From an optimization exercise on the open Yosys and OpenROAD flow, aimed at small area; shortcuts taken in it are not production practice. Only simulation tests tie the RTL to the original design; equivalence was not proved. Power and IR drop assume default switching activity.

$ cat design.v
module top (
    input CLK,     
    input RST,     
    input PIN_19,  
    output PIN_12,  
    output PIN_13,  
    output PIN_14,  
    output PIN_15,  
    output PIN_16,  
    output PIN_20,  
    output PIN_24,  
    output LED,    
    output USBPU   
);
    function [11:0] inc12(input [11:0] a);
      integer i;
      reg c;
      begin
        c = 1'b1;
        for (i = 0; i < 12; i = i + 1) begin
          inc12[i] = a[i] ^ c;
          c = c & a[i];
        end
      end
    endfunction
    function lt12(input [11:0] a, input [11:0] b);
      integer i;
      reg l;
      begin
        l = 1'b0;
        for (i = 0; i < 12; i = i + 1)
          l = (~a[i] & b[i]) | (~(a[i] ^ b[i]) & l);
        lt12 = l;
      end
    endfunction
    function [11:0] sub12(input [11:0] a, input [11:0] b);
      integer i;
      reg c;
      begin
        c = 1'b1;
        for (i = 0; i < 12; i = i + 1) begin
          sub12[i] = a[i] ^ ~b[i] ^ c;
          c = (a[i] & ~b[i]) | (a[i] & c) | (~b[i] & c);
        end
      end
    endfunction
    assign USBPU = 0;
    assign LED = 0;
    reg [3:0] sync;
    always @(posedge CLK) begin
      if (RST)
        sync <= 4'b1111;
      else
        sync <= {sync[2:0], PIN_19};
    end
    wire rx = sync[3];
    localparam [10:0] UART_MID = 11'd323;
    localparam [10:0] UART_END = 11'd497;
    reg [10:0] cnt;
    reg [3:0]  st;
    reg [7:0]  pos;
    wire [11:0] st_inc = inc12({9'd0, st[2:0]});
    wire [10:0] cnt_inc = {cnt[9:0], ~(cnt[10] ^ cnt[8])};
    wire cnt_end = (cnt == UART_END);
    wire cnt_mid = (cnt == UART_MID);
    always @(posedge CLK) begin
      if (RST) begin
        cnt <= 0;
        st  <= 0;
        pos <= 0;
      end else begin
        if (st[3]) begin
          if (!cnt_end)
            cnt <= cnt_inc;
          else begin
            cnt <= 0;
            pos[st[2:0]] <= rx;
            st <= (st == 4'd15) ? 4'd2 : {1'b1, st_inc[2:0]};
          end
        end else case (st[1:0])
          2'd0: begin
            cnt <= 0;
            if (!rx) st <= 4'd1;
          end
          2'd1: begin
            if (cnt_mid) begin
              cnt <= 0;
              st  <= rx ? 4'd0 : 4'd8;
            end else
              cnt <= cnt_inc;
          end
          2'd2: begin
            if (!cnt_end)
              cnt <= cnt_inc;
            else begin
              cnt <= 0;
              st  <= 4'd3;
            end
          end
          2'd3: st <= 4'd0;
        endcase
      end
    end
    reg [8:0] hc;
    reg [9:0] vc;
    wire [11:0] hc_inc = inc12({3'd0, hc});
    wire [11:0] vc_inc = inc12({2'd0, vc});
    wire hwrap = (hc == 9'd405);    
    always @(posedge CLK) begin
      if (RST) begin
        hc <= 9'd408;
        vc <= 0;
      end else begin
        hc <= hwrap ? 9'd409 : hc_inc[8:0];
        if (hwrap)
          vc <= (vc == 10'd524) ? 10'd0 : vc_inc[9:0];
      end
    end
    assign PIN_12 = ~(!lt12({3'd0, hc}, 12'd418) && lt12({3'd0, hc}, 12'd479));
    assign PIN_13 = ~(hwrap ? (vc == 10'd9 || vc == 10'd10)
                            : (vc == 10'd10 || vc == 10'd11));
    reg [8:0] tone_hi;
    reg [16:0] pre;
    wire [11:0] th_inc = inc12({3'd0, tone_hi});
    wire pre_low0 = (pre[15:0] == 16'd0);
    wire pre_wrap = pre_low0 & ~pre[16];
    always @(posedge CLK) begin
      if (RST) begin
        pre <= 17'd0;
        tone_hi <= 9'h1ff;
      end else begin
        pre <= {pre[15:0], pre[16] ^ pre[13] ^ pre_low0};
        if (pre_wrap)
          tone_hi <= th_inc[8:0];
      end
    end
    wire [25:17] tone = tone_hi;
    wire [7:0] ramp = tone[25] ? tone[24:17] : ~tone[24:17];
    wire active = (lt12({3'd0, hc}, 12'd406) || hc == 9'd511) && !lt12({2'd0, vc}, 12'd45);
    wire [8:0] x = (hc == 9'd511) ? 9'd0 : hc;
    wire wall = (x == {1'b0, ramp});
    wire [11:0] d = sub12(inc12({3'd0, x}), {4'd0, pos});    
    wire player = (pos[7:1] != 7'd0) && (d[11:2] == 10'd0) && (d[1:0] != 2'd3) && (vc[9:2] == 8'd18 && vc[1:0] != 2'd3 || vc[9:2] == 8'd17 && vc[1:0] == 2'd3);
    assign PIN_14 = active & wall;
    assign PIN_15 = active & player;
    assign PIN_16 = active & wall & player;
    localparam [6:0] SRV_TERM = 7'd113;
    reg [6:0] pre_s;
    reg [11:0] PulseCount;
    reg RCServo_pulse;
    wire tick = (pre_s == SRV_TERM);
    always @(posedge CLK) begin
      if (RST) begin
        pre_s <= 0;
        PulseCount <= 0;
        RCServo_pulse <= 1'b0;
      end else begin
        pre_s <= tick ? 7'd0 : {pre_s[5:0], ~(pre_s[6] ^ pre_s[5])};
        if (tick)
          PulseCount <= inc12(PulseCount);
        RCServo_pulse <= lt12(PulseCount, {4'b0001, pos});
      end
    end
    assign PIN_24 = RCServo_pulse;
    localparam [14:0] MUS_TERM = 15'd25261;
    localparam [14:0] MUS_RST  = 15'd10100;
    reg [14:0] mper;
    reg [2:0] mcnt;
    reg wave_form;
    wire [11:0] mc_inc = inc12({9'd0, mcnt});
    wire mterm = (mper == MUS_TERM);
    always @(posedge CLK) begin
      if (RST) begin
        mper <= MUS_RST;
        mcnt <= 3'd0;
        wave_form <= 1'b0;
      end else begin
        mper <= mterm ? 15'd0 : {mper[13:0], ~(mper[14] ^ mper[13])};
        if (mterm) begin
          if (mcnt[2])
            wave_form <= ~wave_form;
          else
            mcnt <= mc_inc[2:0];
        end
      end
    end
    assign PIN_20 = wave_form;
endmodule
$ cat constraint.sdc
create_clock -name core_clock -period 10.0 [get_ports {CLK}]
set_input_delay 2.0000 -clock core_clock [delete_from_list [all_inputs] [get_ports {CLK}]]
set_output_delay 2.0000 -clock core_clock [all_outputs]
set_load 0.01 [all_outputs]
$ cat config.mk
export PLATFORM = sky130hd
export DESIGN_NAME = top
export DESIGN_NICKNAME = top
export VERILOG_FILES = /design/flow/design.v
export SDC_FILE = /design/flow/constraint.sdc
export NUM_CORES = 4
export LEC_CHECK = 0
export CAP_MARGIN = 20
export CORE_MARGIN = 2
export CORE_UTILIZATION = 40
export SLEW_MARGIN = 20
$ cat standard.sh
#!/bin/bash
# synth_recipe.tcl (not shown) runs the flow's synth.tcl, then flattens the netlist and writes it again
# the make line also repeats each setting of config.mk as NAME=value (left out here)
make -C /OpenROAD-flow-scripts/flow DESIGN_CONFIG=/design/flow/config.mk WORK_HOME=/design/flow/orfs CLKGATE_MAP_FILE= SYNTH_SCRIPT=/design/flow/synth_recipe.tcl "${@:-finish}"
$ cat flow/run.sh
#!/bin/bash
# Standard layout (the standard flow's own flow), output logged to standard.log.
bash standard.sh > standard.log 2>&1
==> results of run 1 <==
-- flip-flops by register name (all words and copies together) (netlist names) --
register and cells:
PulseCount 12, mper 15, pos 8, tone_hi 9, vc 10, pre_s 7
st 4, pre 17, mcnt 3, cnt 11, RCServo_pulse 1, wave_form 1
hc 9, sync 4
-- placed cells by master (no fill, tap or decap), types with 3 or more instances in the layout --
| master | instances |
|---|---|
| o21ai_0 | 23 |
| nand3b_1 | 9 |
| nor3b_1 | 3 |
| a22o_1 | 16 |
| or2_2 | 9 |
| nand3_1 | 12 |
| xnor2_1 | 8 |
| nand2b_1 | 7 |
| dfxtp_1 | 111 |
| a21o_1 | 7 |
| o22ai_1 | 4 |
| a221oi_1 | 3 |
| nor3_1 | 8 |
| inv_1 | 34 |
| nand4_1 | 9 |
| nor2_1 | 50 |
| nor4_1 | 10 |
| ha_1 | 61 |
| xor2_1 | 9 |
| nor4b_1 | 6 |
| a22oi_1 | 7 |
| fa_1 | 7 |
| nor2b_1 | 24 |
| clkbuf_16 | 9 |
| a211oi_1 | 3 |
| and3_1 | 3 |
| or3b_2 | 3 |
| a21oi_1 | 21 |
| clkdlybuf4s50_1 | 8 |
| mux2i_1 | 15 |
| and2_1 | 15 |
| nand2_1 | 34 |
-- how the worst min path moves through the flow --
stage	slack [ns]	end
global route	0.43	sync[1]
floorplan	0.39	sync[1]
detailed placement	0.40	sync[1]
CTS	0.42	sync[1]
global placement	0.40	sync[1]
finish	0.41	sync[3]
-- cell families (layout without fill, tap and decap cells) --
group                      Yosys count  in the layout  synth area share, %
and+or+nand+nor                    222            222                22.22
DFF                                111            111                39.50
AOI/OAI and AO/OA                  101            101                12.10
adders and majority gates           68             68                16.06
buffers and inverters               61             60                4.448
xor gates and xnor gates            18             18                2.936
muxes                               15             15                2.669
other                                1              2              0.06666
-- cells in the mapped netlist (4+ instances only) --
library cell    n
buf_2           5
nand2b_1        7
buf_1           4
nand3_1        12
a22o_1         16
o21ai_0        23
and2_1         15
mux2i_1        15
a21oi_1        21
nor4_1         10
or2_2           9
nor2b_1        25
nand2_1        34
dfxtp_1       111
nor4b_1         6
a21o_1          7
nor2_1         50
xor2_1          9
o22ai_1         4
nand4_1         9
a22oi_1         7
ha_1           61
fa_1            7
inv_1          34
clkbuf_1       15
nor3_1          8
xnor2_1         8
nand3b_1        9
-- metal layers --
metal / up-vias / GRT usage [%] / routed length [um]
met3: 14 / 2.463 / 286
met4: 0 / 7.471 / 215
li1: 2090 / - / -
met5: - / 0 / 0
met1: 1915 / 20.11 / 5230
met2: 58 / 23.47 / 4825
-- power by group through the flow --
stage               Sequential (mW)  Combinational (mW)  Clock [mW]
floorplan                     0.486               0.106           0
global placement              0.504               0.119           0
global route                  0.497               0.138       0.362
finish                        0.494               0.119       0.339
CTS                           0.494               0.120       0.350
detailed placement            0.504               0.119           0
-- metrics by stage --
step / setup WS (ns) / power [mW] / area, um^2
after CTS: 1.859 / 0.9634 / 6107
after global placement: 2.470 / 0.6230 / 5832
after global routing: 1.470 / 0.9981 / 6107
after floorplan: 3.023 / 0.5927 / 5629
after detailed placement: 2.300 / 0.6231 / 5834
final: 1.880 / 0.9514 / 6107
-- final cells by class --
| cell class | count | area [um^2] |
|---|---|---|
| sequential | 111 | 2222 |
| clock buffer | 10 | 229.0 |
| timing repair buffer | 11 | 100.1 |
| tap | 180 | 225.2 |
| fill | 1316 | 7720 |
| inverter | 34 | 127.6 |
| clock inverter | 5 | 43.79 |
| multi-input combinational | 426 | 3159 |
==> results.txt, run 1 <==
GRT:
- The number of antenna violations at the first check in global routing is 0.
- The global-route wire length before repair is 17950 um.
- Global routing used 15.03% of the available tracks across all layers.
- The number of global-route vias before repair is 3803.
- The pin count of the biggest net entering global routing is 86.
- The aggregate global routing overflow is 0.

Critical path:
- The startpoint of the most critical setup path is hc[0].
- The reg2reg setup slack is 7.42 ns.
- The arrival time at the worst endpoint is 6.12 ns.
- In this design, the stage delay of the slowest critical-path cell is 0.61 ns.
- In this design, the critical path's most frequently occurring cell is fa_1.
- The depth of the critical timing path with buffers and inverters included is 20.
- The worst setup path is captured at a primary output.
- The worst setup path endpoint is PIN_16.
- Data on the critical path is required at its endpoint by 8.00 ns.
- Along the worst path, the maximum fanout reaches 10.
- The reg-to-reg endpoint is PulseCount[11].
- The critical path's slowest cell is clkdlybuf4s50_1.
- The source of the worst register-to-register timing path is PulseCount[0].
- The worst setup path is launched from a flop.
- The worst-case reg-to-reg path depth is 13.
- The critical path goes through ha_1, nand4_1, nor2_2, nor2_1, ha_1, inv_1, fa_1, inv_1, fa_1, fa_1, fa_1, fa_1, fa_1, inv_1, fa_1, nor4b_1, o2111ai_1, nor4_2, nor4b_1, clkdlybuf4s50_1.
- The setup path with the least slack is of type reg2out.
- Together, buffers and inverters on the worst path number 4.
- The family with the most delay on the worst path is adder cells.

Min path:
- In this run the worst hold path is classified as reg2reg.
- Counting instances, the worst hold path has a depth of 1.
- The worst hold path begins at sync[2].

Synth:
- The post-synthesis cell type count is 63.
- The largest total area in the synthesized netlist belongs to dfxtp_1.
- The fraction of post-synthesis cell area in the top cell type by area is 39.50%.
- The per-instance average area after synthesis is 9.423 um^2.
- By area the synthesized netlist is led by dfxtp_1, ha_1, nor2_1, nor2b_1, mux2i_1.
- The async set or reset register ratio after synthesis is 0%.
- The share of the yosys chip area belonging to registers is 39.50%.
- Counting flops and latches in the post-synthesis netlist gives 111.
- The prevailing post-synth register cell is dfxtp_1.
- The synthesized netlist occupies a cell area of 0.005625 mm^2.
- Counting flops with a built-in enable in the synthesized netlist gives 0.
- For this run, the number of Yosys warnings is 1.
- Counting every instance in the synthesized netlist gives 597.

Final layout:
- The fraction of final layout cells with drive strength greater than 1 is 6.868%.
- Cells fill 44.17% of the core in the end.
- After the last flow step, the layout net total stands at 664.
- The relative area change from synthesis to final layout is 8.563%.
- The repair_antennas step left the layout with diodes totalling 0.
- The number of cells in the finished layout apart from fillers is 777.

Die:
- The width of the chip is 122.6 um.
- From bottom edge to top edge, the die measures 122.6 um.
- The site row count is 43.
- 12 I/O pins were placed.
- In this run the standard cell core region covers 0.01383 mm^2.
- The die covers 0.01503 mm^2.
- For this configuration, the core starts out at a cell density of 40.68%.

Route:
- The detailed router finished its first iteration with 333 violations.
- The number of detailed-routing iterations run before antenna repair is 4.
- Using the TritonRoute via totals, the vias-per-cell ratio works out to 5.247.
- In the final routed layout, each cell accounts on average for 13.59 um.
- The total length of routed wires is 10560 um.
- After detailed routing, the number of remaining DRC violations is 0.
- The via count is 4077.
- The count of nets left with antenna violations once routing finished came out at 0.

Clock tree:
- Buffers added to address setup during post-CTS repair amount to 0.
- The total number of H-tree levels is 3.
- The cell at the root of the clock tree is clkbuf_16.
- The tree built by TritonCTS fans out to 111 sinks.
- The number of clock buffers inserted by TritonCTS is 9.
- The hold-fix buffer count after cts is 0.
- The clock latency on the worst-skew pair is 0.36 ns.
- The post-cts gate resize count is 0.
- Clock-pin slew was measured on the worst setup and hold paths at 0.07 ns.
- The longest clock path from root to sink contains 2 buffers.
- TritonCTS built the clock tree.

Timing:
- The final critical-path share of the clock period is 81.20%.
- The final number of hold-violating endpoints came to 0.
- Setup violations remaining at the end of the flow were counted as 0.
- Setup repair after global routing left no endpoint under its margin.
- The minimum clock period is 8.120 ns.
- In this run the tightest slew margin relative to its limit is 45.43%.
- The final number of max-transition violations is 0.
- The slew at the pin closest to its max-slew limit is 0.8185 ns.
- Final hold analysis gives a worst-case slack of 0.4133 ns.
- For the final routed database, the setup TNS stands at 0 ns.
- For the final database, setup skew stands at 0.009279 ns.
- Static timing analysis puts the maximum clock frequency at 0.1232 GHz.

Power:
- Cell internal power was estimated by the tool at 0.6859 mW.
- In this run the static leakage power is 2.500 nW.
- The net switching fraction of the power is 27.91%.
- The part of the total power dissipated in combinational logic is 12.5%.
- The net switching power of the design is 0.2656 mW.
- The clock network burns 35.6% of the power.
- For this design the ratio of total power to cell area is 155.8 mW/mm^2.
- The worst ir drop on vdd is 89.01 uV.
- Registers are responsible for 51.9% of the overall power.

Place:
- Port buffering added 9 buffers.
- The number of cells in the design after placement is 762.
- At the end of routability-driven placement, the weighted congestion stood at 0.8579.
- Detailed placement ended at an HPWL of 7411 um.

Outcome:
- The flow ran to the end and the layout has no timing, DRC or antenna violations.

Flow run:
- Max-cap violations in this run came to 0.
==> run 2, diff against run 1 <==
==> flow/run.sh (replaced) <==
#!/bin/bash
# Standard layout, except that synthesis leaves adders as plain gates for
# ABC (no half/full adder cells), which gives a smaller netlist.
# The registers are those of the standard synthesis.
set -euo pipefail
echo 'export ADDER_MAP_FILE =' >> config.mk
bash standard.sh > standard.log 2>&1
--- a/config.mk
+++ b/config.mk
@@ -8,4 +8,6 @@
 export CAP_MARGIN = 20
 export CORE_MARGIN = 2
 export CORE_UTILIZATION = 40
+export CTS_BUF_LIST = sky130_fd_sc_hd__clkbuf_8
 export SLEW_MARGIN = 20
+export ADDER_MAP_FILE =
==> results.txt, run 2 <==
Synth:
- Synthesis handed over a netlist of 603 instances.
- The prevailing post-synth register cell is dfxtp_1.
- After synthesis, the largest area contributor takes up 42.40% of total cell area.
- The post-synthesis cell type count is 77.
- After Yosys synthesis, XOR and XNOR cells account for 8.857% of the synthesized area.
- Multiplexer cells account for 2.172% of the synthesized area.
- Sequential elements use 42.40% of the synthesized area.
- The cell area after synthesis is 0.005241 mm^2.
- The async set or reset register ratio after synthesis is 0%.
- dfxtp_1 is the most common cell in the netlist.
- For this run, the number of Yosys warnings is 1.
- After synthesis the netlist holds a flip-flop and latch count of 111.
- The biggest area contributor in the post-synthesis netlist is dfxtp_1.
- The commonest cells after synthesis are dfxtp_1, nor2_1, nand2_1.
- By area the synthesized netlist is led by dfxtp_1, nor2_1, xor2_1, nand2_1, xnor2_1.
- After synthesis, the largest family of logic cells by area is simple AND/OR/NAND/NOR gates.
- The number of enable-type register cells in the synthesized netlist is 0.
- The post-synthesis adder-cell area fraction is 1.456%.
- The synthesized netlist devotes 12.68% of its cell area to compound gates.
- The synthesized netlist devotes 26.71% of its cell area to simple gates.
- Each instance of the synthesized netlist takes up on average 8.692 um^2.

Power:
- For this design the total switching power over the nets is 0.2492 mW.
- The internal portion of the total power is 0.6542 mW.
- Of the total power, the clock network draws 31.3%.
- The sequential share of power is 55.2%.
- The worst ir drop on vdd is 66.30 uV.
- Net switching is 27.58% of the power.
- For this design the ratio of total power to cell area is 162.8 mW/mm^2.
- The analysis attributes to cell leakage a power of 2.008 nW.
- In this run, the combinational gates consume 13.5% of the power.
- The design draws 0.9033 mW.

Die:
- The core region is 0.01272 mm^2.
- The floorplan has 41 rows.
- Measured along the y axis, the die boundary spans 118.5 um.
- The boundary pin count is 12.
- The effective utilization at floorplan is 41.20%.
- The die footprint is 0.01404 mm^2.
- The width of the chip is 118.5 um.

Critical path:
- STA puts the critical path data required time at 8.00 ns.
- The worst setup path is of the reg2out kind.
- The peak fanout along the critical path is 15.
- Walking the worst path, the cells encountered are and4_4, nand4_1, and3_1, or4_1, nor4_2, nor4b_2, clkdlybuf4s50_1.
- STA classifies the critical path endpoint as a primary output.
- The reg2reg setup slack is 7.68 ns.
- The arrival time at the worst endpoint is 3.56 ns.
- The worst register-to-register path begins at pos[0].
- On the critical path, the stage with the largest delay is an instance of dfxtp_1.
- The worst setup path is launched from a flop.
- The worst-case reg-to-reg path depth is 7.
- On the worst path, the slowest cell contributes a delay of 0.62 ns.
- The endpoint identified for the worst register-to-register timing path is RCServo_pulse.

Timing:
- Timing would allow up to 0.1799 GHz.
- The final count of negative-setup-slack endpoints is 0.
- The clock arrives with 0.007323 ns of skew.
- After layout, the worst setup slack is 4.441 ns.
- The slew at the pin closest to its max-slew limit is 0.6507 ns.
- The final critical path takes up 55.59% of the cycle.
- The final total negative setup slack is 0 ns.
- The final number of hold-violating endpoints is 0.
- The worst pin sits at a relative slew slack of 56.22%.
- The worst hold slack after final layout is 0.4142 ns.
- The final number of max-transition violations is 0.
- Setup repair after global routing left no endpoint under its margin.
- The minimum clock period is 5.559 ns.

Clock tree:
- Clock tree synthesis found a total of 111 sinks.
- The total number of H-tree levels is 3.
- The clock latency on the worst-skew pair is 0.37 ns.
- The hold-fix buffer count after cts is 0.
- TritonCTS built the clock tree.
- The worst-case clock buffer depth is 2.
- The post-cts gate resize count is 0.
- The number of buffers inserted to repair setup after CTS is 0.
- In this run, CTS created clock tree buffers numbering 9.
- The tree is rooted in a clkbuf_8.
- After clock tree synthesis, the clock-pin slew on the worst setup and hold paths is 0.10 ns.

Place:
- The pre-CTS worst setup slack is 4.864 ns.
- The cell area after placement is 0.005335 mm^2.
- In this run, placement finished with an instance count of 749.
- The total half-perimeter wirelength after legalization and detailed placement is 7106 um.
- The global placer's final weighted congestion is 0.8534.
- Port buffering added 9 buffers.

GRT:
- Summed over all layers, the global routing overflow is 0.
- The pin count of the biggest net entering global routing is 55.
- The global-route wire length before repair is 17590 um.
- The number of global-route vias before repair is 3651.
- The number of antenna violations at the first check in global routing is 0.
- The global-route usage over all layers is 15.26%.

Final layout:
- Compared with the post-synthesis result, the final layout area differs by 5.872%.
- Of the cells placed in the final design, the portion with a size suffix greater than 1 is 9.949%.
- The count of inserted antenna diode cells is 0.
- The number of flip-flops in the largest register is 17.
- After routing the design area is 0.005549 mm^2.
- The number of cells in the finished layout apart from fillers is 765.
- The top cell types in the final layout, fill and taps aside, are dfxtp_1, nor2_1, nand2_1, xor2_1, xnor2_1.
- The largest registers in the layout are pre (17), mper (15), PulseCount (12).
- Cells fill 43.62% of the core in the end.
- The final net count is 591.
- The register containing the most flip-flops in the final layout is pre.
- The commonest non-fill, non-tap cell in the layout is dfxtp_1.

Route:
- The detailed-route vias per instance is 5.233.
- The total length of routed wires is 10220 um.
- The first-iteration detailed-routing DRC count is 444.
- Once detail routing completed, the nets flagged for antenna violations numbered 0.
- The remaining routing DRC violations is 0.
- In the final routed layout, each cell accounts on average for 13.35 um.
- The number of detailed-routing iterations run before antenna repair is 5.
- The via count is 4003.

Flow run:
- The tool flagged a number of max-cap violations equal to 0.

Min path:
- The worst hold path belongs to the class reg2reg.
- Along the worst hold path, the cell count comes to 1.
- The worst hold path terminates at sync[1].
- The startpoint identified for the worst hold timing path is sync[0].

Outcome:
- The flow ran to the end and the layout has no timing, DRC or antenna violations.
[run 2: cell types whose count changed after synthesis, moves of 7 or more]
cell	previous run	this run
inv_1	34	19
fa_1	7	0
xor2_1	9	27
mux2i_1	15	8
a22o_1	16	1
nand2_1	34	62
nor2_1	50	81
ha_1	61	0
nand3b_1	9	0
xnor2_1	8	26
and2_1	15	4
[run 2: kinds of logic (layout without fill, tap and decap cells)]
family | after synthesis | after routing
multiplexers | 11 | 11
AND/OR/NAND/NOR | 272 | 272
buffers and inverters | 57 | 46
AO/OA/AOI/OAI | 91 | 91
flip-flops | 111 | 111
adder cells (fa/ha/maj) | 7 | 7
other | 1 | 2
XOR/XNOR | 53 | 53
[run 2: per-layer routing]
metal	global-route usage, %	share of wire, %	vias to the layer above
met2	22.33	43	87
li1	-	-	2040
met4	6.994	2.1	0
met1	21.78	51	1862
met5	0	0	-
met3	2.654	4.0	14
[run 2: worst max path at each step]
| stage | depth (start not counted) | to | from |
|---|---|---|---|
| floorplan | 7 | PIN_16 | hc[0] |
| global placement | 7 | PIN_16 | hc[0] |
| detailed placement | 7 | PIN_16 | hc[0] |
| CTS | 7 | PIN_16 | hc[0] |
| global route | 8 | PIN_16 | hc[0] |
| finish | 7 | PIN_16 | hc[0] |
[run 2: cell type report]
type                    count  area, um^2
well taps                 172       215.2
repair buffers             11       100.1
clock inverters             5       62.56
multi-input cells         436        2726
inverters                  19       71.32
clock buffers              11       151.4
fillers                  1309        7173
flip-flops and latches    111        2222
[run 2: worst max-delay path, delay by kind of cell, from the launching register on]
family | cells | cell delay [ns]
and+or+nand+nor | 6 | 2.00
DFF | 1 | 0.62
buffers and inverters | 1 | 0.57
[run 2: power by group through the flow]
stage          sequential [mW]  combinational [mW]  clock (mW)
6_report                 0.499               0.122       0.283
5_1_grt                  0.504               0.137       0.315
4_1_cts                  0.498               0.121       0.296
3_5_place_dp             0.508               0.120           0
3_3_place_gp             0.507               0.121           0
2_1_floorplan            0.488               0.123           0
==> run 3, diff against run 2 <==
==> flow/run.sh (replaced) <==
#!/bin/bash
# The standard layout (standard.sh), run with the synthesis script
# flow/my_synth.tcl in place of synth_recipe.tcl.  Everything after synthesis
# is the standard flow.  Full tool output goes to flow.log.
set -euo pipefail
here=$(pwd)
sed "s#SYNTH_SCRIPT=[^ ]*#SYNTH_SCRIPT=$here/flow/my_synth.tcl#" standard.sh > my_standard.sh
grep -q "SYNTH_SCRIPT=$here/flow/my_synth.tcl" my_standard.sh
bash my_standard.sh > flow.log 2>&1
==> flow/abc_area.script (new file) <==
strash
&get -n
&deepsyn -T 20
&put
&get -n
&dch -f
&nf -R 1000
&put
==> flow/my_synth.tcl (new file) <==
# The standard synthesis (synth_recipe.tcl, same passes, same registers),
# with two changes to the gate mapping of the combinational logic:
#  - extract_fa is skipped, so adders stay plain gates for ABC;
#  - ABC runs an area-oriented script (abc_area.script beside this file)
#    with a loose delay target instead of ORFS's speed script.
proc extract_fa {args} { puts "my_synth: extract_fa skipped" }
proc abc {args} {
  set out {}
  set skip 0
  foreach a $args {
    if {$skip} { set skip 0; continue }
    if {$a eq "-script" || $a eq "-D"} { set skip 1; continue }
    lappend out $a
  }
  lappend out -script [file join $::my_synth_dir abc_area.script] -D 10000
  puts "my_synth: abc $out"
  yosys abc {*}$out
}
set ::my_synth_dir [file dirname [file normalize [info script]]]
source [file join $::my_synth_dir .. synth_recipe.tcl]
--- a/config.mk
+++ b/config.mk
@@ -10,4 +10,3 @@
 export CORE_UTILIZATION = 40
 export CTS_BUF_LIST = sky130_fd_sc_hd__clkbuf_8
 export SLEW_MARGIN = 20
-export ADDER_MAP_FILE =
==> results.txt, run 3 <==
Clock tree:
- The clock passes through at most 2 buffers.
- The post-cts gate resize count is 0.
- The total number of H-tree levels is 3.
- For this design, the CTS-stage hold fixing added 0 buffers.
- TritonCTS built the clock tree.
- The clock latency on the worst-skew pair is 0.37 ns.
- Buffers inserted during clock tree synthesis total 9.
- The number of buffers inserted to repair setup after CTS is 0.
- The cell at the root of the clock tree is clkbuf_8.
- The total clock sinks is 111.
- The clock transition time at the flip-flop clock pins of the worst setup and hold paths is 0.11 ns.

Timing:
- The final critical-path share of the clock period is 53.96%.
- Setup slack on the critical path of the routed design comes to 4.604 ns.
- The final number of hold-violating endpoints came to 0.
- For the final database, setup skew stands at 0.01211 ns.
- The worst hold slack after final layout is 0.4280 ns.
- The final number of max-transition violations is 0.
- For this run, the top clock speed supported by timing is 0.1853 GHz.
- Setup repair after global routing left no endpoint under its margin.
- For the pin with the worst max-slew slack, the measured transition is 0.9357 ns.
- The minimum clock period is 5.396 ns.
- The final count of negative-setup-slack endpoints is 0.
- In this run the tightest slew margin relative to its limit is 37.14%.
- The final total negative setup slack is 0 ns.

Route:
- The first-iteration detailed-routing DRC count is 202.
- For this block, the routed nets add up to 7848 um of wire.
- Dividing the detail-routed via count by the number of cells gives 5.144.
- For this run, design rule violations remaining after detail routing come to 0.
- Across all layers, the routed design uses 3287 vias.
- After detailed routing, the average wire length per cell comes to 12.28 um.
- The number of detailed-routing iterations run before antenna repair is 4.
- The detail route stage leaves a number of antenna-violating nets equal to 0.

Final layout:
- For this run, the post-layout net count is 497.
- Of the cells placed in the final design, the portion with a size suffix greater than 1 is 3.808%.
- 0 antenna diodes ended up in the layout.
- Cells fill 45.14% of the core in the end.
- In the final layout, the registers with the most flip-flops are pre (17), mper (15), PulseCount (12).
- Once layout is complete, the cells apart from fillers number 639.
- The commonest non-fill, non-tap cell in the layout is dfxtp_1.
- The area of combinational cells with multiple inputs is 0.002136 mm^2.
- The register containing the most flip-flops in the final layout is pre.
- In the layout the commonest cells are dfxtp_1, a21oi_1, nor2_1, nor2b_1, nand2_1.
- The sequential cell area is 0.002222 mm^2.
- The number of flip-flops in the largest register is 17.
- The final instance area is 0.004872 mm^2.
- The fill cell total of the finished layout is 1036.
- The relative area change from synthesis to final layout is 10.41%.

Place:
- Port buffering added 9 buffers.
- The total half-perimeter wirelength after legalization and detailed placement is 5281 um.
- Prior to clock tree synthesis, the placed netlist has a worst setup slack of 4.998 ns.
- The placed instances occupy a cell area of 0.004677 mm^2.
- Including well taps, the total number of placed cells is 623.
- The global placer's final weighted congestion is 0.7854.

Synth:
- For this run, the leading register cell type out of synthesis is dfxtp_1.
- The fraction of post-synthesis cell area in the top cell type by area is 50.35%.
- Yosys instantiated no cell more often than dfxtp_1.
- Counting distinct cell types in the post-synthesis netlist gives 45.
- In this run the cell area of the synthesized design comes to 0.004413 mm^2.
- The async set or reset register ratio after synthesis is 0%.
- The Yosys warning count is 1.
- The number of enable-type register cells in the synthesized netlist is 0.
- By area the synthesized netlist is led by dfxtp_1, a21oi_1, nor2b_1, nor2_1, nor3_1.
- Of all cell types, the one taking the most synthesized area is dfxtp_1.
- In the synthesized netlist, the cells that appear most often are dfxtp_1, a21oi_1, nor2_1.
- Summing the sequential cell areas from Yosys gives 50.35% of the chip area.
- After synthesis the netlist holds a flip-flop and latch count of 111.
- The instance count of the mapped netlist is 473.
- The average instance in the mapped netlist occupies 9.330 um^2.

Flow run:
- The tool flagged a number of max-cap violations equal to 0.

Die:
- For this configuration, the core starts out at a cell density of 40.89%.
- The boundary pin count is 12.
- The floorplan step defined a die boundary enclosing 0.01189 mm^2.
- The floorplan has 38 rows.
- The floorplan step defined a core boundary enclosing 0.01079 mm^2.
- The chip height is 109.0 um.
- The width of the chip is 109.0 um.

Power:
- In this run the static leakage power is 1.776 nW.
- The sequential share of power is 59.9%.
- VDD sags by at most 83.73 uV.
- Combinational cells account for 8.6% of the total power.
- The clock network burns 31.5% of the power.
- Total power for the finished layout comes to 0.8058 mW.
- Net switching is 26.64% of the power.
- The internal power consumption is 0.5911 mW.
- The net switching power of the design is 0.2146 mW.
- The ratio of total power to cell area is 165.4 mW/mm^2.

Outcome:
- The run finished with no timing, DRC or antenna violations.

GRT:
- The first global-routing pass estimated 13760 um of wire.
- The number of antenna violations at the first check in global routing is 0.
- The pin count of the biggest net entering global routing is 88.
- The number of global-route vias before repair is 3005.
- After global routing the overflow that remains totals 0.
- The global-route usage over all layers is 14.55%.

Critical path:
- The cell occurring most often along the worst timing path is and3_1.
- The arrival time at the worst endpoint is 3.40 ns.
- The peak fanout along the critical path is 11.
- The critical path's slowest cell is dfxtp_1.
- The critical path launch point type is a flop.
- Grouping stages by cell kind, the critical path spends the most delay in simple AND/OR/NAND/NOR gates.
- The kind of critical path is reg2out.
- The required time of the worst setup path is 8.00 ns.
- The number of buffer and inverter stages on the critical path is 1.
- STA classifies the critical path endpoint as a primary output.
- The worst stage delay on the critical path is 0.54 ns.
- The signal on the critical path passes through and3_1, and3_1, and3_1, xnor2_1, a221oi_1, a21oi_1, nor4bb_1, and2_0, clkdlybuf4s50_1.

Min path:
- The worst hold path belongs to the class reg2reg.
-- run 3: cell types whose count changed after synthesis, sizes merged, moves of 11 or more --
cell    before  now
nor2        81   42
a22oi       11    0
buf         15    2
xor2        27   13
a21oi       21   43
clkinv       0   13
clkbuf      23    0
nand2       62   24
inv         19    0
xnor2       26   12
-- run 3: power by group through the flow --
stage | combinational [mW] | sequential (mW) | clock (mW)
after floorplan | 0.0548 | 0.487 | 0
after detailed placement | 0.0693 | 0.493 | 0
after global placement | 0.0681 | 0.492 | 0
after global routing | 0.0793 | 0.486 | 0.285
after CTS | 0.0695 | 0.483 | 0.267
final | 0.0693 | 0.483 | 0.254
-- run 3: area by class of cell --
class                      instances  share of cell area, %
clock buffer                       9                  2.542
inverter                          13                  1.002
multi-input combinational        348                  43.84
timing repair buffer              11                  2.054
clock inverter                     7                  1.361
tap                              140                  3.595
sequential                       111                  45.61
-- run 3: cell families (layout without fill, tap and decap cells) --
group	after synthesis	after routing	synth area share (%)
flops	111	111	50.35
xor+xnor	25	25	4.962
buf+inv	15	40	1.446
mux	1	1	0.2268
fa+ha+maj	6	6	1.361
simple gates	212	212	27.02
compound gates	102	102	14.55
other cells	1	2	0.08498
-- run 3: worst paths after layout --
check,startpoint,end,slack (ns),cells after the start
max,hc[1],PIN_16,4.60,9
min,sync[2],sync[3],0.43,1
max reg2reg,pre_s[1],PulseCount[11],6.85,10
min reg2reg,sync[2],sync[3],0.43,1
-- run 3: metal layers --
layer	vias to the layer above	global-route usage, %	share of wire [%]
li1	1738	-	-
met1	1502	18.49	50
met2	38	23.78	45
met3	9	4.543	3.3
met5	-	0	0
met4	0	4.121	1.2
==> run 4, diff against run 3 <==
--- a/design.v
+++ b/design.v
@@ -136,14 +136,15 @@
     end
     wire [25:17] tone = tone_hi;
     wire [7:0] ramp = tone[25] ? tone[24:17] : ~tone[24:17];
-    wire active = (lt12({3'd0, hc}, 12'd406) || hc == 9'd511) && !lt12({2'd0, vc}, 12'd45);
-    wire [8:0] x = (hc == 9'd511) ? 9'd0 : hc;
-    wire wall = (x == {1'b0, ramp});
-    wire [11:0] d = sub12(inc12({3'd0, x}), {4'd0, pos});    
-    wire player = (pos[7:1] != 7'd0) && (d[11:2] == 10'd0) && (d[1:0] != 2'd3) && (vc[9:2] == 8'd18 && vc[1:0] != 2'd3 || vc[9:2] == 8'd17 && vc[1:0] == 2'd3);
-    assign PIN_14 = active & wall;
-    assign PIN_15 = active & player;
-    assign PIN_16 = active & wall & player;
+    wire ramp0 = (ramp == 8'd0);
+    wire wall = (~hc[8] & (hc[7:0] == ramp)) | ((hc == 9'h1ff) & ramp0);
+    wire [11:0] d = sub12(inc12({3'd0, hc}), {4'd0, pos});    
+    wire player = (pos[7:1] != 7'd0) && (d[11:2] == 10'd0) && (d[1:0] != 2'd3);
+    wire vact = !lt12({2'd0, vc}, 12'd45);
+    wire vrow = (vc[9:2] == 8'd18 && vc[1:0] != 2'd3 || vc[9:2] == 8'd17 && vc[1:0] == 2'd3);
+    assign PIN_14 = vact & wall;
+    assign PIN_15 = vrow & player;
+    assign PIN_16 = vrow & wall & player;
     localparam [6:0] SRV_TERM = 7'd113;
     reg [6:0] pre_s;
     reg [11:0] PulseCount;
==> flow/run.sh (replaced) <==
#!/bin/bash
# The standard layout (standard.sh), with these changes:
#  - synthesis script flow/my_synth.tcl in place of synth_recipe.tcl (same
#    passes and registers; only the gate mapping of the logic differs);
#  - ports buffered with buf_1 (every port still gets its own buffer);
#  - clock tree of clkbuf_8 without dummy balancing loads.
# Full tool output goes to flow.log.
set -euo pipefail
here=$(pwd)
cat >> config.mk <<'EOC'
export BUFFER_PORTS_ARGS = -buffer_cell sky130_fd_sc_hd__buf_1
export CTS_ARGS = -sink_clustering_enable -repair_clock_nets -buf_list sky130_fd_sc_hd__clkbuf_8 -dont_use_dummy_load
EOC
sed "s#SYNTH_SCRIPT=[^ ]*#SYNTH_SCRIPT=$here/flow/my_synth.tcl#" standard.sh > my_standard.sh
grep -q "SYNTH_SCRIPT=$here/flow/my_synth.tcl" my_standard.sh
bash my_standard.sh > flow.log 2>&1
--- a/config.mk
+++ b/config.mk
@@ -10,3 +10,5 @@
 export CORE_UTILIZATION = 40
 export CTS_BUF_LIST = sky130_fd_sc_hd__clkbuf_8
 export SLEW_MARGIN = 20
+export BUFFER_PORTS_ARGS = -buffer_cell sky130_fd_sc_hd__buf_1
+export CTS_ARGS = -sink_clustering_enable -repair_clock_nets -buf_list sky130_fd_sc_hd__clkbuf_8 -dont_use_dummy_load
==> results.txt, run 4 <==
Timing:
- The final count of negative-setup-slack endpoints is 0.
- Clock skew on the completed layout was measured at 0.03981 ns.
- The final number of hold-violating endpoints was 0.
- For the pin with the worst max-slew slack, the measured transition is 0.9117 ns.
- The final total negative setup slack is 0 ns.
- Setup repair after global routing left no endpoint under its margin.
- The final number of max-transition violations is 0.
- In the finished design, the share of the clock period the worst path needs comes to 48.15%.
- Static timing analysis puts the maximum clock frequency at 0.2077 GHz.
- Measured against its own limit, the worst slew margin works out to 39.22%.
- The minimum clock period is 4.815 ns.

Synth:
- The synthesized netlist devotes 5.150% of its cell area to XOR and XNOR gates.
- The main combinational cell family by area after synthesis is simple AND/OR/NAND/NOR gates.
- The fraction of post-synthesis cell area in the top cell type by area is 50.25%.
- The prevailing post-synth register cell is dfxtp_1.
- For this run, the number of Yosys warnings is 1.
- The synthesized design spends more area on one cell type than any other, namely dfxtp_1.
- The post-synthesis adder-cell area fraction is 0.9055%.
- The average instance in the mapped netlist occupies 9.042 um^2.
- The cell area after synthesis is 0.004422 mm^2.
- The complex-gate fraction of the synthesized area is 14.35%.
- Counting instances in the post-synthesis netlist gives the leading cell types as dfxtp_1, nor2_1, nor3_1.
- The share of the yosys chip area belonging to registers is 50.25%.
- The leading cell type by number of instances after synthesis is dfxtp_1.
- After synthesis, the share of flip-flops with an asynchronous set or reset is 0%.
- Yosys attributes the largest share of cell area to dfxtp_1, nor2_1, nor3_1, a21oi_1, and2_0.
- Measured against the total synthesized area, the mux share comes to 0.2547%.
- The number of enable-type register cells in the synthesized netlist is 0.
- The post-synthesis cell type count is 41.
- The number of flip-flops and latches in the synthesized netlist is 111.
- Counting every instance in the synthesized netlist gives 489.
- Summing the areas of all and, or, nand and nor instances in the mapped netlist gives 27.48% of the synthesized area.

Route:
- The pre-antenna-repair detailed-routing pass consisted of 5 iterations.
- In this run the remaining antenna-violating nets after routing total 0.
- The routed design has 7939 um of wire.
- In the routed design, unresolved DRC markers number 0.
- In the final routed layout, each cell accounts on average for 12.27 um.
- Dividing the detail-routed via count by the number of cells gives 5.219.
- The via count is 3377.
- The first routing iteration left 245 violations.

Flow run:
- The tool flagged a number of max-cap violations equal to 0.

GRT:
- The global-route usage over all layers is 14.39%.
- The number of global-route vias before repair is 3154.
- The aggregate global routing overflow is 0.
- The number of antenna violations at the first check in global routing was 0.
- The pin count of the biggest net entering global routing is 97.
- The first global-routing pass estimated 13880 um of wire.

Critical path:
- Traced cell by cell, the critical path runs through and3_1, and3_1, nand3_1, xnor2_1, a21oi_1, nor3_1, o2111ai_1, a21oi_1, and2_0, buf_1.
- The peak fanout along the critical path is 8.
- The required time of the worst setup path is 8.00 ns.
- The number of cells on the worst reg-to-reg path is 11.
- The worst setup path is captured at a primary output.
- The critical path launch point type is a flop.
- The critical path's slowest cell is dfxtp_1.
- The kind of critical path is reg2out.
- The reg-to-reg endpoint is PulseCount[11].
- The reg2reg setup slack is 6.67 ns.
- The arrival time at the worst endpoint is 2.81 ns.
- The worst register-to-register path begins at pre_s[1].
- For this run, the slowest stage of the critical path takes 0.52 ns.

Final layout:
- The library cells used most frequently in the layout, excluding fill and tap cells, are dfxtp_1, nor2_1, nor3_1, a21oi_1, nand2_1.
- In the final layout, the registers with the most flip-flops are pre (17), mper (15), PulseCount (12).
- The fraction of final layout cells with drive strength greater than 1 is 2.170%.
- The count of inserted antenna diode cells is 0.
- Ranked by flip-flop count, first place goes to pre.
- Leaving out fill and tap cells, the most frequent cell in the layout is dfxtp_1.
- Measured on the finished design, the core utilization comes to 44.03%.
- The register with the most flip-flops in the layout has 17 of them.
- The relative area change from synthesis to final layout is 7.470%.
- In the final design database the tool counted 512 nets.
- The fill cell total of the finished layout is 1058.
- The final instance area is 0.004752 mm^2.

Clock tree:
- Once the clock tree was built, the setup fixing pass inserted 0 buffers.
- The number of clock buffers inserted by TritonCTS is 9.
- Clock-pin slew was measured on the worst setup and hold paths at 0.12 ns.
- The worst-case clock buffer depth is 2.
- The H-tree was split into 3 levels.
- The later pin in the worst-skew pair is clocked with a latency of 0.38 ns.
- The hold-fix buffer count after cts is 0.
- The cell at the root of the clock tree is clkbuf_8.
- TritonCTS built the clock tree.
- The total clock sinks is 111.
- The post-cts gate resize count is 0.

Die:
- The floorplan step defined a core boundary enclosing 0.01079 mm^2.
- In this run the vertical extent of the chip is 109.1 um.
- The initialized floorplan defines 38 standard-cell rows.
- The boundary pin count is 12.
- The floorplan step defined a die boundary enclosing 0.01191 mm^2.
- From left edge to right edge, the die measures 109.1 um.
- For this configuration, the core starts out at a cell density of 40.97%.

Place:
- The global placer's final weighted congestion is 0.8214.
- The number of port buffers is 9.
- The cell area after placement is 0.004628 mm^2.
- The total half-perimeter wirelength after legalization and detailed placement is 5423 um.

Min path:
- The min-delay analysis places its worst path in the category reg2reg.
- For hold timing, the worst endpoint is pre[14].
- The hold-critical path depth is 2.
- The worst hold path begins at pre[13].

Power:
- For this design the ratio of total power to cell area is 171.9 mW/mm^2.
- After layout, the design draws a total of 0.8168 mW.
- The leakage power figure is 1.637 nW.
- The worst-case IR drop observed on VDD is 73.01 uV.

Outcome:
- The flow ran to the end and the layout has no timing, DRC or antenna violations.
[run 4: how the worst max path moves through the flow]
stage | start | endpoint | slack (ns) | cells past startpoint
floorplan | hc[1] | PIN_16 | 5.83 | 9
global placement | hc[0] | PIN_16 | 5.68 | 10
detailed placement | hc[0] | PIN_16 | 5.57 | 10
CTS | hc[0] | PIN_16 | 5.16 | 10
global route | hc[0] | PIN_16 | 4.83 | 10
finish | hc[0] | PIN_16 | 5.19 | 10
[run 4: per-stage QoR]
stage | hold WS, ns | setup WS [ns] | cells
3_3_place_gp | 0.3943 | 5.677 | 638
2_1_floorplan | 0.3909 | 5.833 | 490
5_1_grt | 0.4285 | 4.830 | 647
3_5_place_dp | 0.3983 | 5.569 | 638
6_report | 0.4016 | 5.185 | 647
4_1_cts | 0.3987 | 5.164 | 647
[run 4: final cells by class]
cell class                 count  area [um^2]  share of cell area, %
inverter                      14        52.55                  1.106
clock buffer                   9        123.9                  2.607
sequential                   111         2222                  46.76
timing repair buffer          10        42.54                 0.8952
tap                          140        175.2                  3.686
multi-input combinational    363         2136                  44.94
[run 4: cells by family after synthesis]
group | after synthesis
AO/OA/AOI/OAI | 99
XOR/XNOR | 26
adder cells (fa/ha/maj) | 4
buffers and inverters | 16
flip-flops | 111
multiplexers | 1
other | 1
AND/OR/NAND/NOR | 231
[run 4: critical path: cells and delay by family (launching register included)]
family                 cells  cell delay (ns)
AO/OA/AOI/OAI              3             0.41
XOR/XNOR                   1             0.31
flip-flops                 1             0.52
AND/OR/NAND/NOR            5             1.08
buffers and inverters      1             0.15
[run 4: power by group]
group          total, mW  internal (mW)  switching, mW  leakage [nW]
Clock              0.210         0.0812          0.129        0.0647
Sequential         0.498          0.466         0.0327         0.904
Combinational      0.109         0.0441         0.0645         0.669
[run 4: per-layer routing]
metal	vias up	track usage, %	routed length, um
met5	-	0	0
met4	0	4.762	108
met3	11	3.646	302
met2	43	22.98	3475
met1	1544	18.96	4052
li1	1779	-	-
==> run 5, diff against run 4 <==
--- a/design.v
+++ b/design.v
@@ -119,19 +119,26 @@
     assign PIN_12 = ~(!lt12({3'd0, hc}, 12'd418) && lt12({3'd0, hc}, 12'd479));
     assign PIN_13 = ~(hwrap ? (vc == 10'd9 || vc == 10'd10)
                             : (vc == 10'd10 || vc == 10'd11));
+    localparam [5:0] DB_28 = 6'd28;    
     reg [8:0] tone_hi;
-    reg [16:0] pre;
+    reg [10:0] tone_mid;
+    reg [5:0] pre;
+    wire pre_low0 = (pre[4:0] == 5'd0);
+    wire pre_wrap = pre_low0 & ~pre[5];
+    wire [11:0] tm_inc = inc12({1'b0, tone_mid});
     wire [11:0] th_inc = inc12({3'd0, tone_hi});
-    wire pre_low0 = (pre[15:0] == 16'd0);
-    wire pre_wrap = pre_low0 & ~pre[16];
     always @(posedge CLK) begin
       if (RST) begin
-        pre <= 17'd0;
+        pre <= 6'd0;
+        tone_mid <= 11'h7ff;
         tone_hi <= 9'h1ff;
       end else begin
-        pre <= {pre[15:0], pre[16] ^ pre[13] ^ pre_low0};
-        if (pre_wrap)
-          tone_hi <= th_inc[8:0];
+        pre <= {pre[4:0], pre[5] ^ pre[4] ^ pre_low0};
+        if (pre_wrap) begin
+          tone_mid <= tm_inc[10:0];
+          if (tone_mid == 11'h7ff)
+            tone_hi <= th_inc[8:0];
+        end
       end
     end
     wire [25:17] tone = tone_hi;
@@ -163,26 +170,23 @@
       end
     end
     assign PIN_24 = RCServo_pulse;
-    localparam [14:0] MUS_TERM = 15'd25261;
-    localparam [14:0] MUS_RST  = 15'd10100;
-    reg [14:0] mper;
-    reg [2:0] mcnt;
+    localparam [8:0] NOTE_TERM = 9'd147;
+    localparam [8:0] NOTE_RST  = 9'd374;
+    reg [8:0] mnote;
+    reg marm;
     reg wave_form;
-    wire [11:0] mc_inc = inc12({9'd0, mcnt});
-    wire mterm = (mper == MUS_TERM);
+    wire nterm = (mnote == NOTE_TERM);
     always @(posedge CLK) begin
       if (RST) begin
-        mper <= MUS_RST;
-        mcnt <= 3'd0;
+        mnote <= NOTE_RST;
+        marm <= 1'b0;
         wave_form <= 1'b0;
       end else begin
-        mper <= mterm ? 15'd0 : {mper[13:0], ~(mper[14] ^ mper[13])};
-        if (mterm) begin
-          if (mcnt[2])
-            wave_form <= ~wave_form;
-          else
-            mcnt <= mc_inc[2:0];
-        end
+        mnote <= nterm ? 9'd0 : {mnote[7:0], ~(mnote[8] ^ mnote[4])};
+        if (tone_mid[10] & tone_mid[9] & ~tone_hi[0])
+          marm <= 1'b1;
+        if (marm & nterm & (pre == DB_28))
+          wave_form <= ~wave_form;
       end
     end
     assign PIN_20 = wave_form;
==> results.txt, run 5 <==
Outcome:
- The flow ran to the end and the layout has no timing, DRC or antenna violations.

Route:
- In the routed design, unresolved DRC markers number 0.
- After detailed routing, the wire length on met1 is 4049 um.
- The number of nets with antenna violations after detailed routing is 0.
- The first routing iteration left 186 violations.
- The highest signal layer in the routed design is met4.
- The final route contains 3437 vias.
- The wire length per cell is 12.72 um.
- The routed length on met3 is 252 um.
- In the routed layout, each cell is associated on average with a via count of 5.345.
- The routed wire length on met2 is 3750 um.
- The first detailed-routing pass ran for 4 iterations.
- The routed design has 8181 um of wire.

Timing:
- The final critical-path share of the clock period is 51.48%.
- Clock skew on the completed layout was measured at 0.02243 ns.
- Adding up every negative setup slack in the final design gives 0 ns.
- Derived from the worst setup path, the maximum achievable clock frequency is 0.1943 GHz.
- The minimum clock period is 5.148 ns.
- Across all setup checks in the final design, the least slack found is 4.852 ns.
- The slew at the pin closest to its max-slew limit is 0.7906 ns.
- Setup repair after global routing left no endpoint under its margin.
- The final number of hold-violating endpoints is 0.
- The normalized max-slew margin is 47.29%.
- Setup violations remaining at the end of the flow were counted as 0.
- The worst hold slack after final layout is 0.4162 ns.
- The final number of max-transition violations came to 0.

Clock tree:
- Clock-pin slew was measured on the worst setup and hold paths at 0.09 ns.
- Once the clock tree was built, the setup fixing pass inserted 0 buffers.
- The number of gates resized after CTS was 0.
- The later pin in the worst-skew pair is clocked with a latency of 0.37 ns.
- In this run, CTS created clock tree buffers numbering 9.
- The cell at the root of the clock tree is clkbuf_8.
- Counting along the longest clock path gives a buffer depth of 2.
- TritonCTS built the clock tree.
- After clock tree synthesis, the flow added hold-fix buffers numbering 0.
- The total clock sinks is 103.
- The H-tree was split into 3 levels.

Die:
- The floorplan step set the die width to 108.1 um.
- The floorplan step defined a die boundary enclosing 0.01167 mm^2.
- The area of the core region is 0.01042 mm^2.
- The effective utilization at floorplan is 41.57%.
- The chip height is 108.1 um.
- For this design the top-level I/O count stands at 12.
- The site row count is 37.

Critical path:
- The signal on the critical path passes through and3_1, and3_1, nand3_1, nand2_1, a21o_1, a21oi_1, or4_1, a311oi_1, nor2b_1, buf_1.
- The peak fanout along the critical path is 9.
- The most numerous cell type found on the critical path is and3_1.
- By startpoint and endpoint, the worst setup path is classified as reg2out.
- On the critical path, the stage with the largest delay is an instance of or4_1.
- The family with the most delay on the worst path is simple AND/OR/NAND/NOR gates.
- The startpoint of the most critical setup path is hc[1].
- The source of the worst register-to-register timing path is pre[1].
- The number of buffer and inverter stages on the critical path is 1.
- The worst setup path is launched from a flop.
- The element type at the critical path end is a primary output.
- STA puts the critical path data required time at 8.00 ns.
- For this run, the slowest stage of the critical path takes 0.55 ns.
- The arrival time at the worst endpoint is 3.15 ns.

Power:
- Across the VDD grid, the largest voltage drop is 79.98 uV.
- The completed layout was analyzed and its total power is 0.8165 mW.
- The ratio of total power to cell area is 174.9 mW/mm^2.
- The leakage power figure is 1.668 nW.

Final layout:
- The count of inserted antenna diode cells is 0.
- In the final layout, the registers with the most flip-flops are PulseCount (12), cnt (11), tone_mid (11).
- The final net count is 512.
- In the final layout, the share of cells above drive strength 1 is 2.564%.
- The library cell used most frequently in the layout, excluding fill and tap cells, is dfxtp_1.
- The number of flip-flops in the largest register is 12.
- Summing all non-filler instances in the final layout gives an area of 0.004668 mm^2.
- The relative area change from synthesis to final layout is 7.801%.
- The register containing the most flip-flops in the final layout is PulseCount.
- The library cells used most frequently in the layout, excluding fill and tap cells, are dfxtp_1, nor2_1, a21oi_1, nand2_1, nor3_1.

Synth:
- The netlist uses 47 different library cells.
- Yosys instantiated no cell more often than dfxtp_1.
- The fraction of the mapped netlist area in simple logic gates is 26.00%.
- The Yosys warning count is 1.
- The async set or reset register ratio after synthesis is 0%.
- The per-instance average area after synthesis is 8.874 um^2.
- The complex-gate fraction of the synthesized area is 17.54%.
- Ranked by instance count, the synthesized netlist is headed by dfxtp_1, nor2_1, a21oi_1.
- After synthesis, the largest area contributor takes up 47.62% of total cell area.
- The main combinational cell family by area after synthesis is simple AND/OR/NAND/NOR gates.
- The number of enable-type register cells in the synthesized netlist is 0.
- The share of cell area taken by muxes after synthesis is 0%.
- Of the synthesized area, sequential elements account for 47.62%.
- After synthesis, the cell types taking the most area are dfxtp_1, nor2_1, a21oi_1, xor2_1, nor3_1.
- After synthesis the cells add up to 0.004330 mm^2.
- Summing the areas of all fa, ha and maj instances in the mapped netlist gives 0.4623% of the synthesized area.
- The XOR/XNOR share of the synthesized area is 6.472%.
- The biggest area consumer among synthesized cells is dfxtp_1.
- In the synthesized netlist the dominant register cell turns out to be dfxtp_1.
- After synthesis the netlist holds a flip-flop and latch count of 103.
- The instance count of the mapped netlist is 488.

GRT:
- Entering global routing, the biggest net connects 85 pins.
- For this run the aggregate overflow at the end of global routing stands at 0.
- The global-route usage over all layers is 15.12%.
- The first global-routing pass estimated 14410 um of wire.
- The number of antenna violations at the first check in global routing was 0.
- The number of global-route vias before repair is 3242.

Flow run:
- The number of max-cap violations is 0.

Place:
- The total half-perimeter wirelength after legalization and detailed placement is 5634 um.
- The global placer's final weighted congestion is 0.7966.
- The number of port buffers is 9.
- Before CTS, the worst setup slack after placement is 5.255 ns.
- In this run the cell area measured after placement is 0.004539 mm^2.

Min path:
- The startpoint identified for the worst hold timing path is sync[0].
- The worst hold path belongs to the class reg2reg.
run 5: cell count changes after synthesis, sizes merged, moves of 5 or more:
cell    delta
and2      -11
a22o      +11
nand2b     +6
o21bai     +8
nor4       -9
dfxtp      -8
xor2       +7
a22oi     -13
nand3     +10
a21oi      +5
run 5: layout make-up:
cell class	instances	area, um^2
fill	1004	5748
tap	136	170.2
sequential	103	2062
timing repair buffer	11	50.05
inverter	17	63.81
multi-input combinational	367	2198
clock buffer	9	123.9
run 5: per-layer routing:
| layer | GRT usage (%) | up-vias |
|---|---|---|
| li1 | - | 1792 |
| met3 | 3.617 | 12 |
| met1 | 19.10 | 1597 |
| met2 | 25.29 | 36 |
| met5 | 0 | - |
| met4 | 5.220 | 0 |
run 5: power by group:
group / internal [mW] / total [mW] / switching [mW]
clock network: 0.0810 / 0.204 / 0.123
logic: 0.0555 / 0.121 / 0.0659
registers: 0.449 / 0.491 / 0.0421
run 5: cell families after synthesis:
logic type	count (synthesis)
AO/OA/AOI/OAI	114
XOR/XNOR	32
buffers and inverters	19
adder cells (fa/ha/maj)	2
flip-flops	103
AND/OR/NAND/NOR	217
other	1
run 5: final timing paths:
path / endpoint / slack, ns / depth (start not counted)
max reg2reg: tone_hi[8] / 6.56 / 12
min: sync[1] / 0.42 / 1
min reg2reg: sync[1] / 0.42 / 1
max: PIN_16 / 4.85 / 10
run 5: through the flow:
stage / util (%) / instances
floorplan: - / 489
global placement: 43.58 / 634
detailed placement: 43.58 / 634
CTS: 44.77 / 643
global route: 44.82 / 643
finish: 44.82 / 643
==> run 6, diff against run 5 <==
--- a/design.v
+++ b/design.v
@@ -97,7 +97,10 @@
               st  <= 4'd3;
             end
           end
-          2'd3: st <= 4'd0;
+          2'd3: begin
+            cnt <= 0;
+            st  <= 4'd0;
+          end
         endcase
       end
     end
==> flow/my_synth.tcl (replaced) <==
# The standard synthesis (synth_recipe.tcl: same passes, same registers),
# with two changes to the gate mapping of the combinational logic:
#  - extract_fa is skipped, so adders stay plain gates for ABC;
#  - the final ABC mapping runs an area-oriented script (deep AIG
#    resynthesis, then area-recovering mapping) with a loose delay target,
#    once per seed in abc_seeds; the smallest result is kept.
set ::my_synth_dir [file dirname [file normalize [info script]]]
set ::abc_seeds {1 2 3 4 5 6 7 8}

proc extract_fa {args} { puts "my_synth: extract_fa skipped" }

proc my_area {lib} {
  set f [file join $::env(OBJECTS_DIR) my_synth_stat.txt]
  yosys tee -q -o $f stat -liberty $lib
  set fh [open $f r]
  set txt [read $fh]
  close $fh
  if {![regexp {Chip area for module[^:]*:\s*([0-9.]+)} $txt -> a]} { error "my_synth: no area" }
  return $a
}

proc abc {args} {
  set out {}
  set skip 0
  set lib ""
  set prev ""
  foreach a $args {
    if {$prev eq "-liberty" && $lib eq ""} { set lib $a }
    set prev $a
    if {$skip} { set skip 0; continue }
    if {$a eq "-script" || $a eq "-D"} { set skip 1; continue }
    lappend out $a
  }
  lappend out -D 10000
  yosys design -save my_pre_abc
  set best ""
  foreach seed $::abc_seeds {
    yosys design -load my_pre_abc
    set sf [file join $::env(OBJECTS_DIR) my_abc_$seed.script]
    set fh [open $sf w]
    puts $fh "strash\n&get -n\n&deepsyn -T 10 -S $seed\n&put\n&get -n\n&dch -f\n&nf -R 1000\n&put"
    close $fh
    yosys abc {*}$out -script $sf
    set a [my_area $lib]
    puts "my_synth: abc seed $seed area $a"
    if {$best eq "" || $a < $best} {
      set best $a
      yosys design -save my_best_abc
    }
  }
  yosys design -load my_best_abc
  puts "my_synth: kept area $best"
}

source [file join $::my_synth_dir .. synth_recipe.tcl]
removed: flow/abc_area.script
==> results.txt, run 6 <==
Die:
- The site row count is 37.
- For this configuration, the core starts out at a cell density of 41.10%.
- In this run the horizontal extent of the chip is 107.0 um.
- Measured along the y axis, the die boundary spans 107.0 um.
- The die covers 0.01145 mm^2.
- The area of the core region is 0.01032 mm^2.
- The boundary pin count is 12.

Synth:
- The post-synthesis cell type count is 46.
- The async set or reset register ratio after synthesis is 0%.
- By area the synthesized netlist is led by dfxtp_1, a21oi_1, nor2_1, xor2_1, and3_1.
- By instance count, the leading cell after synthesis is dfxtp_1.
- The share of synthesized area in the top cell type comes to 48.60%.
- The prevailing post-synth register cell is dfxtp_1.
- The Yosys warning count is 1.
- Summing every instance area after synthesis gives 0.004243 mm^2.
- The number of enable-type register cells in the synthesized netlist is 0.
- The number of flip-flops and latches in the synthesized netlist is 103.
- After technology mapping, the gate count stands at 468.
- Averaged over all synthesized cells, the footprint is 9.066 um^2.
- Of the synthesized area, sequential elements account for 48.60%.
- By count the netlist is led by dfxtp_1, a21oi_1, nor2_1.
- Of all cell types, the one taking the most synthesized area is dfxtp_1.

Flow run:
- The number of max-cap violations is 0.

Critical path:
- The arrival time at the worst endpoint is 2.97 ns.
- The element type at the critical path end is a primary output.
- The setup path with the least slack is of type reg2out.
- The worst-case reg-to-reg path depth is 13.
- The peak fanout along the critical path is 8.
- The reg-to-reg endpoint is tone_hi[8].
- The critical path launch point type is a flop.
- In this run the register-to-register setup slack is 6.56 ns.
- The critical path ends at PIN_16.
- The source of the worst register-to-register timing path is pre[1].
- Tracing the worst setup path back leads to its startpoint at hc[0].
- At the worst endpoint, the required time is 8.00 ns.

Clock tree:
- Clock-pin slew was measured on the worst setup and hold paths at 0.08 ns.
- In this run the post-CTS setup repair buffer count came out at 0.
- The worst-case clock buffer depth is 2.
- Hold repair after CTS inserted 0 buffers.
- The H-tree was split into 3 levels.
- The number of clock buffers inserted by TritonCTS is 9.
- The post-cts gate resize count is 0.
- Clock latency on the worst-skew pair, taken at its later pin, is 0.35 ns.
- Clock tree synthesis selected as its root buffer the cell clkbuf_8.
- For this design, the sink count on the clock tree is 103.
- The CTS tree is done.

Final layout:
- The register containing the most flip-flops in the final layout is PulseCount.
- Relative to the synthesized area, the layout overhead comes to 7.667%.
- The final net count is 491.
- In the layout the commonest cells are dfxtp_1, a21oi_1, nor2_1, nand2_1, and3_1.
- The largest registers in the layout are PulseCount (12), cnt (11), tone_mid (11).
- Of the cells placed in the final design, the portion with a size suffix greater than 1 is 2.263%.
- The library cell used most frequently in the layout, excluding fill and tap cells, is dfxtp_1.
- The number of antenna diodes in the final layout is 0.
- The number of flip-flops in the largest register is 12.
- The final instance area is 0.004568 mm^2.

Timing:
- The minimum clock period is 4.969 ns.
- The final number of max-transition violations is 0.
- Measured against its own limit, the worst slew margin works out to 42.64%.
- The worst clock skew is 0.02646 ns.
- Once routing completed, OpenROAD measured the worst setup slack at 5.031 ns.
- The worst path uses 49.69% of the clock period.
- For this run, the top clock speed supported by timing is 0.2012 GHz.
- The final total negative setup slack is 0 ns.
- The final count of negative-setup-slack endpoints is 0.
- Setup repair after global routing left no endpoint under its margin.
- The final number of hold-violating endpoints is 0.
- The worst hold slack after final layout is 0.4085 ns.
- The slew at the pin closest to its max-slew limit is 0.8525 ns.

Power:
- The sequential share of power is 59.3%.
- The leakage power figure is 1.665 nW.
- The clock network power share is 24.0%.
- The internal power consumption is 0.5960 mW.
- The post-layout total power is 0.8333 mW.
- Across the VDD grid, the largest voltage drop is 74.31 uV.
- The ratio of total power to cell area is 182.4 mW/mm^2.
- The net switching fraction of the power is 28.48%.
- The analysis attributes to net switching a power of 0.2373 mW.
- Of the total power, combinational logic draws 16.7%.

Route:
- Dividing the detail-routed via count by the number of cells gives 5.428.
- The first-iteration detailed-routing DRC count is 199.
- The number of nets with antenna violations after detailed routing is 0.
- After detailed routing, the total wire length is 7877 um.
- The wire length per cell is 12.66 um.
- Detailed routing inserted a total of 3376 vias.
- The pre-antenna-repair detailed-routing pass consisted of 4 iterations.
- After detailed routing, the number of remaining DRC violations is 0.

GRT:
- The first global-routing pass estimated 14140 um of wire.
- The global-route usage over all layers is 15.09%.
- Global routing finished with a remaining overflow of 0.
- The number of antenna violations at the first check in global routing was 0.
- The pin count of the biggest net entering global routing is 79.
- The number of global-route vias before repair is 3184.

Outcome:
- The run finished with no timing, DRC or antenna violations.

Place:
- The global placer's final weighted congestion is 0.8249.
- Summing all placed instances gives a cell area of 0.004444 mm^2.
- Detailed placement finished with a half-perimeter wire length of 5380 um.
- In this run the tool buffered the top-level ports with 9 buffer cells.
- The pre-CTS worst setup slack is 5.447 ns.

Min path:
- The worst hold path belongs to the class reg2reg.
==> run 6: power by group through the flow <==
stage	Clock, mW	Combinational, mW	Sequential, mW
floorplan	0	0.117	0.493
global placement	0	0.137	0.502
detailed placement	0	0.140	0.502
CTS	0.211	0.141	0.493
global route	0.226	0.160	0.501
finish	0.200	0.139	0.494
==> run 6: logic make-up (layout without fill, tap and decap cells) <==
group                     Yosys count  count (layout)  share of synthesized area, %
xor gates and xnor gates           30              30                         6.193
AOI/OAI and AO/OA                 116             116                         18.05
buffers and inverters              19              36                         1.858
other                               1               2                       0.08838
DFF                               103             103                         48.60
and+or+nand+nor                   198             198                         24.98
muxes                               1               1                        0.2359
==> run 6: stage by stage <==
stage | util [%] | std cells
after floorplan | - | 469
after global placement | 43.05 | 613
after detailed placement | 43.05 | 613
after CTS | 44.25 | 622
after global routing | 44.25 | 622
final | 44.25 | 622
==> run 6: worst min-delay path by stage <==
stage / cells past startpoint / start / end
2_1_floorplan: 1 / sync[0] / sync[1]
3_3_place_gp: 1 / sync[2] / sync[3]
3_5_place_dp: 1 / sync[2] / sync[3]
4_1_cts: 1 / sync[2] / sync[3]
5_1_grt: 1 / sync[0] / sync[1]
6_report: 1 / sync[2] / sync[3]
==> run 6: critical path, cell delays in order (launching register included) <==
cell       delay, ns
dfxtp_1         0.49
and3_1          0.29
or2_0           0.20
nor2_1          0.07
nand2b_1        0.14
a21oi_1         0.14
o31ai_1         0.08
a2111oi_0       0.45
o311ai_0        0.22
a211oi_1        0.25
nor2b_1         0.16
buf_1           0.16
==> run 6: final cells by class <==
cell class              count  area [um^2]
flip-flops and latches    103         2062
multi-input cells         347         2106
well taps                 136        170.2
repair buffers             10        42.54
clock buffers               9        123.9
fillers                  1015         5756
inverters                  17        63.81
==> run 6: layer usage <==
layer | global-route usage, % | up-vias | wire, um
met4 | 7.514 | 0 | 197
met2 | 23.38 | 53 | 3465
met1 | 20.37 | 1570 | 4031
met3 | 2.492 | 17 | 183
li1 | - | 1736 | -
met5 | 0 | - | 0

==> afterwards: timing with drivers on the ports <==
How much do the figures lean on ideal ports? The routed layouts below were timed once more, with nothing changed but the port constraints.
Step 1: set_driving_cell puts a clkbuf_16 on CLK and a buf_2 on each other input, an assumption about the parent block.
Step 2 adds t to the input delays and takes it off the output delays; t is the mean of the earliest and latest rising clock arrival at the registers after step 1. Input paths then give back, and output paths get back, about the clock's delay inside the block.
Three values: ideal ports, drivers, drivers and shift; two values: the first two.
run	t (ns)	slack for setup (ns)	pins driven straight from the clock port
run 1	0.394	1.880 / 1.839 / 2.233	1
run 2	0.406	4.441 / 4.405 / 4.811	1
run 3	0.401	4.604 / 4.570 / 4.971	1
run 4	0.392	5.185 / 5.156 / 5.548	1
run 5	0.390	4.852 / 4.822 / 5.212	1
run 6	0.367	5.031 / 5.000 / 5.368	1
After both steps setup and hold are still met in every run listed.
